What follows belongs to an exercise in optimizing a design on an open flow for small area; a production flow would make more cautious choices. Only simulation tests tie the RTL to the original design; equivalence was not proved. Power and IR drop assume default switching activity.

==> trial 76: inputs <==
Design top_sdh_proc, start of the top module:
module top_sdh_proc (
    input             rst_n,
    input             sdh_clk,
    input      [7:0]  sdh_tx_din,
    output            sdh_tx_din_req,
    output reg [31:0] sdh_gtx_fifo_data,
    output            sdh_gtx_fifo_wen,
    input      [7:0]  gtx_sdh_fifo_rdata,
    output reg [7:0]  rx_int_data,
    output reg        rx_int_data_vld,
    output            warn_out
);
clock: 5.0 ns
lec_check: 0
cap_margin: 20
core_margin: 2
core_utilization: 40
slew_margin: 20
standard.sh (not shown) runs the stock make flow with config.mk's settings and CLKGATE_MAP_FILE= SYNTH_SCRIPT=/design/flow/synth_recipe.tcl, a recipe that flattens the netlist after the stock synthesis.
==> flow/flow/run.sh <==
#!/bin/bash
# Own layout flow, built on the standard ORFS flow (standard.sh):
#  1. standard synthesis, unchanged (standard.sh synth)
#  2. the combinational logic of that netlist is mapped again for area (flow/resyn.sh,
#     flow/resyn.ys.in, flow/area.abc); every flip-flop keeps its instance name and cell
#     type. If this step fails or changes the flip-flops, the standard netlist is used.
#  3. standard.sh finish, with:
#     - port buffers of sky130_fd_sc_hd__buf_1
#     - clock tree of clkbuf_8 with a clkbuf_16 root and no dummy loads; leaves whose slew is
#       high are upsized to clkbuf_16 before global routing (flow/pre_grt.tcl)
#     - power recovery (downsizing of non-critical gates) after global routing, with
#       high-fanout drivers kept as they are
#  4. the finished layout is checked (flow/check.tcl); on any slew or capacitance violation, a
#     clock-pin slew above 115 ps or little slack, steps 1-3 run again without power recovery.
# Each tool's output goes to its own log file in the work folder; ORFS keeps each step's log
# under orfs/logs/.
W=$(pwd)
RES=$W/orfs/results/sky130hd/top_sdh_proc/base
CTS="-sink_clustering_enable -repair_clock_nets -dont_use_dummy_load"
CTS="$CTS -buf_list sky130_fd_sc_hd__clkbuf_8 -root_buf sky130_fd_sc_hd__clkbuf_16"
common=("CTS_ARGS=$CTS" "BUFFER_PORTS_ARGS=-buffer_cell sky130_fd_sc_hd__buf_1"
        "PRE_GLOBAL_ROUTE_TCL=$W/flow/pre_grt.tcl" "POST_GLOBAL_ROUTE_TCL=$W/flow/post_grt.tcl")

flops() { grep -E '^\s+sky130_fd_sc_hd__(df|edf|sdf|dl)' "$1" | awk '{print $1, $2}' | sort; }

synth_and_resyn() {  # $1: run tag
  bash standard.sh synth > "flow_synth_$1.log" 2>&1 || return 1
  cp "$RES/1_2_yosys.v" "$W/netlist_standard.v"
  if bash flow/resyn.sh "$W/netlist_standard.v" "$W/netlist_resyn.v" "$W/flow_resyn_$1.log" \
     && [ -s "$W/netlist_resyn.v" ] \
     && [ "$(flops "$W/netlist_standard.v" | md5sum)" = "$(flops "$W/netlist_resyn.v" | md5sum)" ] \
     && [ -n "$(flops "$W/netlist_resyn.v")" ]; then
    cp "$W/netlist_resyn.v" "$RES/1_2_yosys.v"
    rm -f "$RES/1_synth.odb" "$RES/1_synth.sdc"
    echo "resyn used" >> "flow_resyn_$1.log"
  else
    echo "resyn not used" >> "flow_resyn_$1.log"
  fi
}

check() {
  RES=$RES openroad -no_init -exit "$W/flow/check.tcl" > "$W/$1" 2>&1
  grep -q "CHECK pass" "$W/$1"
}

synth_and_resyn 1
if bash standard.sh "${common[@]}" RECOVER_POWER=100 finish > flow_make_1.log 2>&1 \
   && [ -f out/final.def ] && check flow_check_1.log; then
  exit 0
fi
rm -rf orfs out/final.def
synth_and_resyn 2
bash standard.sh "${common[@]}" finish > flow_make_2.log 2>&1
check flow_check_2.log || true
test -f out/final.def
==> flow/flow/area.abc <==
strash
dch -f
map -a
topo
dnsize
strash
&get -n
&dch -f
&nf -R 1000
&put
strash
&get -n
&dch -f
&nf -R 1000
&put
buffer -c
topo
dnsize -c
==> flow/flow/post_grt.tcl <==
# Sourced by ORFS global_route.tcl at its end (POST_GLOBAL_ROUTE_TCL).
if {[info exists ::keep_cells] && [llength $::keep_cells] > 0} { unset_dont_touch $::keep_cells }
==> flow/flow/pre_grt.tcl <==
# Sourced by ORFS global_route.tcl before global routing (PRE_GLOBAL_ROUTE_TCL).
# 1) Clock tree leaves whose estimated output slew is high are upsized to clkbuf_16,
#    then the placement is legalized again.
# 2) Gates that drive many pins are kept out of the power-recovery downsizing.
estimate_parasitics -placement
set_propagated_clock [all_clocks]
set n_up 0
foreach inst [get_cells clkbuf_*] {
  set master [get_property $inst ref_name]
  if {$master ne "sky130_fd_sc_hd__clkbuf_8"} { continue }
  set out [get_pins -of_objects $inst -filter "direction==output"]
  set s [get_property $out slew_max_rise]
  if {$s > 0.095} {
    replace_cell $inst sky130_fd_sc_hd__clkbuf_16
    incr n_up
  }
}
puts "pre_grt: upsized $n_up clock buffers"
if {$n_up > 0} {
  detailed_placement
  check_placement -verbose
  estimate_parasitics -placement
}
set ::keep_cells {}
foreach inst [get_cells *] {
  set outs [get_pins -of_objects $inst -filter "direction==output"]
  foreach o $outs {
    set n [get_nets -quiet -of_objects $o]
    if {$n eq ""} { continue }
    if {[llength [get_pins -of_objects $n -filter "direction==input"]] >= 6} {
      lappend ::keep_cells $inst
      break
    }
  }
}
if {[llength $::keep_cells] > 0} { set_dont_touch $::keep_cells }
puts "pre_grt: kept [llength $::keep_cells] high-fanout drivers from downsizing"
==> flow/flow/resyn.sh <==
#!/bin/bash
# resyn.sh IN.v OUT.v LOG : area re-mapping of a mapped netlist (see resyn.ys.in)
D=$(cd "$(dirname "$0")" && pwd)
LIB=$FLOW_HOME/platforms/sky130hd/lib/sky130_fd_sc_hd__tt_025C_1v80.lib
DU=$(sed -n '/DONT_USE_CELLS/,/^$/p' $FLOW_HOME/platforms/sky130hd/config.mk | grep -o 'sky130_fd_sc_hd__[a-z0-9_]*' | sort -u | sed 's/^/-dont_use /' | tr '\n' ' ')
sed -e "s#@LIB@#$LIB#g" -e "s#@IN@#$1#" -e "s#@OUT@#$2#" -e "s#@TOP@#${FLOW_TOP:-top_sdh_proc}#g" \
    -e "s#@ABC@#$D/area.abc#" -e "s#@DONTUSE@#$DU#" $D/resyn.ys.in > "$2.ys"
yosys -l "$3" -q "$2.ys" > /dev/null 2>&1
==> flow/flow/resyn.ys.in <==
# Re-maps the combinational logic of the standard synthesis's netlist for area.
# Registers (every flip-flop instance, its name and cell type) are kept as they are.
read_liberty -ignore_miss_func @LIB@
read_verilog @IN@
hierarchy -top @TOP@
setattr -mod -set keep_hierarchy 1 sky130_fd_sc_hd__df* sky130_fd_sc_hd__edf* sky130_fd_sc_hd__sdf* sky130_fd_sc_hd__dl* sky130_fd_sc_hd__conb*
flatten
blackbox sky130_fd_sc_hd__*
opt -purge
techmap
opt -purge
abc -liberty @LIB@ @DONTUSE@ -script @ABC@
opt_clean -purge
setundef -zero
splitnets
opt_clean -purge
hilomap -singleton -hicell sky130_fd_sc_hd__conb_1 HI -locell sky130_fd_sc_hd__conb_1 LO @TOP@
insbuf -buf sky130_fd_sc_hd__buf_4 A X @TOP@
rename -enumerate -pattern rsyn_%_
select -assert-none w:*:* w:*/*
select -clear
stat -liberty @LIB@
write_verilog -noattr -nohex -nodec @OUT@
Other scripts of this flow, unchanged in this note and not shown: flow/flow/check.tcl
==> build 21: changes against trial 76 <==
--- a/flow/flow/run.sh
+++ b/flow/flow/run.sh
@@ -9,8 +9,7 @@
 #     - clock tree of clkbuf_8 with a clkbuf_16 root and no dummy loads; leaves whose slew is
 #       high are upsized to clkbuf_16 before global routing (flow/pre_grt.tcl)
-#     - power recovery (downsizing of non-critical gates) after global routing, with
-#       high-fanout drivers kept as they are
 #  4. the finished layout is checked (flow/check.tcl); on any slew or capacitance violation, a
-#     clock-pin slew above 115 ps or little slack, steps 1-3 run again without power recovery.
+#     clock-pin slew above 115 ps or little slack, steps 1-3 run again with a clock tree of
+#     clkbuf_16 only and no clock-buffer resizing.
 # Each tool's output goes to its own log file in the work folder; ORFS keeps each step's log
 # under orfs/logs/.
@@ -20,5 +19,5 @@
 CTS="$CTS -buf_list sky130_fd_sc_hd__clkbuf_8 -root_buf sky130_fd_sc_hd__clkbuf_16"
 common=("CTS_ARGS=$CTS" "BUFFER_PORTS_ARGS=-buffer_cell sky130_fd_sc_hd__buf_1"
-        "PRE_GLOBAL_ROUTE_TCL=$W/flow/pre_grt.tcl" "POST_GLOBAL_ROUTE_TCL=$W/flow/post_grt.tcl")
+        "PRE_GLOBAL_ROUTE_TCL=$W/flow/pre_grt.tcl")
 
 flops() { grep -E '^\s+sky130_fd_sc_hd__(df|edf|sdf|dl)' "$1" | awk '{print $1, $2}' | sort; }
@@ -45,11 +44,15 @@
 
 synth_and_resyn 1
-if bash standard.sh "${common[@]}" RECOVER_POWER=100 finish > flow_make_1.log 2>&1 \
+if bash standard.sh "${common[@]}" finish > flow_make_1.log 2>&1 \
    && [ -f out/final.def ] && check flow_check_1.log; then
   exit 0
 fi
+# fallback: clock tree of clkbuf_16 only, left as CTS built it
 rm -rf orfs out/final.def
 synth_and_resyn 2
-bash standard.sh "${common[@]}" finish > flow_make_2.log 2>&1
+CTS2="-sink_clustering_enable -repair_clock_nets -dont_use_dummy_load"
+CTS2="$CTS2 -buf_list sky130_fd_sc_hd__clkbuf_16 -root_buf sky130_fd_sc_hd__clkbuf_16"
+bash standard.sh "CTS_ARGS=$CTS2" "BUFFER_PORTS_ARGS=-buffer_cell sky130_fd_sc_hd__buf_1" \
+  finish > flow_make_2.log 2>&1
 check flow_check_2.log || true
 test -f out/final.def
==> flow/flow/pre_grt.tcl (replaced) <==
# Sourced by ORFS global_route.tcl before global routing (PRE_GLOBAL_ROUTE_TCL).
# Clock tree leaves are resized to the smallest clock buffer that keeps their estimated
# output slew low, then the placement is legalized again.
estimate_parasitics -placement
set_propagated_clock [all_clocks]
# Each clock buffer below the root gets the smallest clkbuf whose estimated output slew stays
# under 95 ps; the rest of the tree is left as CTS built it.
set sizes {sky130_fd_sc_hd__clkbuf_2 sky130_fd_sc_hd__clkbuf_4 sky130_fd_sc_hd__clkbuf_8 sky130_fd_sc_hd__clkbuf_16}
set n_up 0
foreach inst [get_cells clkbuf_*] {
  set master [get_property $inst ref_name]
  if {[lsearch $sizes $master] < 0} { continue }
  set out [get_pins -of_objects $inst -filter "direction==output"]
  set n [get_nets -of_objects $out]
  # leaves only: every load is a flip-flop clock pin
  set leaf 1
  foreach p [get_pins -of_objects $n -filter "direction==input"] {
    if {[get_property $p lib_pin_name] ne "CLK"} { set leaf 0 }
  }
  if {!$leaf} { continue }
  foreach m $sizes {
    replace_cell $inst $m
    set o [get_pins -of_objects $inst -filter "direction==output"]
    set s [expr {max([get_property $o slew_max_rise], [get_property $o slew_max_fall])}]
    if {$s <= 0.095} { break }
  }
  if {[get_property $inst ref_name] ne $master} { incr n_up }
}
puts "pre_grt: resized $n_up clock buffers"
if {$n_up > 0} {
  detailed_placement
  check_placement -verbose
  estimate_parasitics -placement
}
--- a/flow/config.mk
+++ b/flow/config.mk
@@ -8,4 +8,4 @@
 export CAP_MARGIN = 20
 export CORE_MARGIN = 2
-export CORE_UTILIZATION = 40
+export CORE_UTILIZATION = 60
 export SLEW_MARGIN = 20
removed: flow/flow/post_grt.tcl
==> build 8: changes against trial 76 <==
==> flow/flow/run.sh (replaced) <==
#!/bin/bash
# Own layout flow: the standard ORFS flow (standard.sh, unchanged synthesis) with these
# changes to how the layout is made:
#  - port buffers use sky130_fd_sc_hd__buf_1
#  - clock tree from clkbuf_8 with a clkbuf_16 root and no dummy loads; leaves whose slew is
#    high are upsized to clkbuf_16 before global routing (flow/pre_grt.tcl)
#  - power recovery (downsizing of non-critical gates) after global routing, with high-fanout
#    drivers kept as they are
# The finished layout is checked (flow/check.tcl); if it shows any slew or capacitance
# violation, a clock-pin slew above 115 ps or little slack, the flow is run again without
# power recovery. Each run's make output goes to its own log file in the work folder;
# ORFS keeps each step's log under orfs/logs/.
W=$(pwd)
RES=$W/orfs/results/sky130hd/top_sdh_proc/base
CTS="-sink_clustering_enable -repair_clock_nets -dont_use_dummy_load"
CTS="$CTS -buf_list sky130_fd_sc_hd__clkbuf_8 -root_buf sky130_fd_sc_hd__clkbuf_16"
common=("CTS_ARGS=$CTS" "BUFFER_PORTS_ARGS=-buffer_cell sky130_fd_sc_hd__buf_1"
        "PRE_GLOBAL_ROUTE_TCL=$W/flow/pre_grt.tcl" "POST_GLOBAL_ROUTE_TCL=$W/flow/post_grt.tcl")
check() {
  RES=$RES openroad -no_init -exit "$W/flow/check.tcl" > "$W/$1" 2>&1
  grep -q "CHECK pass" "$W/$1"
}
if bash standard.sh "${common[@]}" RECOVER_POWER=100 finish > flow_make_1.log 2>&1 \
   && [ -f out/final.def ] && check flow_check_1.log; then
  exit 0
fi
rm -rf orfs out/final.def
bash standard.sh "${common[@]}" finish > flow_make_2.log 2>&1
check flow_check_2.log || true
test -f out/final.def
removed: flow/flow/area.abc
removed: flow/flow/resyn.sh
removed: flow/flow/resyn.ys.in
==> run notes <==
| quantity | build 21 | trial 76 | build 8 |
|---|---|---|---|
| Metal1 wirelength | 6580 microns | 6650 microns | 6700 microns |
| Post-layout net count | 714 | 716 | 745 |
| Rows | 41 | 50 | 51 |
| Summed area of non-filler cells in the final layout | 0.00826 sq mm | 0.00839 sq mm | 0.00870 sq mm |
| Non-clock inverter total of the final layout | 7 | 7 | 12 |
| Clock-cell share of area | 2.80% | 3.33% | 3.21% |
| Internal power | 2.15 mW | 2.22 mW | 2.21 mW |
| Max frequency | 326 MHz | 317 MHz | 293 MHz |
| Tap cells | 172 | 234 | 265 |
| Layout cell share with drive strength beyond 1 | 4.76% | 4.60% | 4.04% |
| Non-Clock Buffer Count | 63 | 65 | 62 |
| Width of the die | 117 microns | 142 microns | 145 microns |
| Run status | complete, no violations | complete, no violations | complete, no violations |

## separate check: timing with driven ports
Ports are ideal in the flow. The routed layouts listed here were re-timed in OpenROAD. Step 1 (the two cells are an assumption about what drives the block):
set clk [get_ports {sdh_clk}]
set_driving_cell -lib_cell sky130_fd_sc_hd__clkbuf_16 $clk
set_driving_cell -lib_cell sky130_fd_sc_hd__buf_2 [delete_from_list [all_inputs] $clk]
Step 2 also shifts input and output timing later by t, the mid clock arrival at the registers, as if the neighbouring blocks saw the same clock. Three values: no drivers, after step 1, after step 2; two values: the first two.
run | t (ns) | setup slack, ns | worst hold slack (ns) | latest minus earliest clock arrival (ns) | pins driven straight from the clock port
trial 76 | 0.415 | 1.841 / 1.799 / 2.214 | 0.362 / 0.362 / 0.362 | 0.033 / 0.032 | 1
build 21 | 0.411 | 1.936 / 1.892 / 2.279 | 0.354 / 0.354 / 0.354 | 0.027 / 0.027 | 1
build 8 | 0.418 | 1.588 / 1.549 / 1.967 | 0.358 / 0.358 / 0.358 | 0.027 / 0.027 | 1
After both steps setup and hold are still met in every run listed.
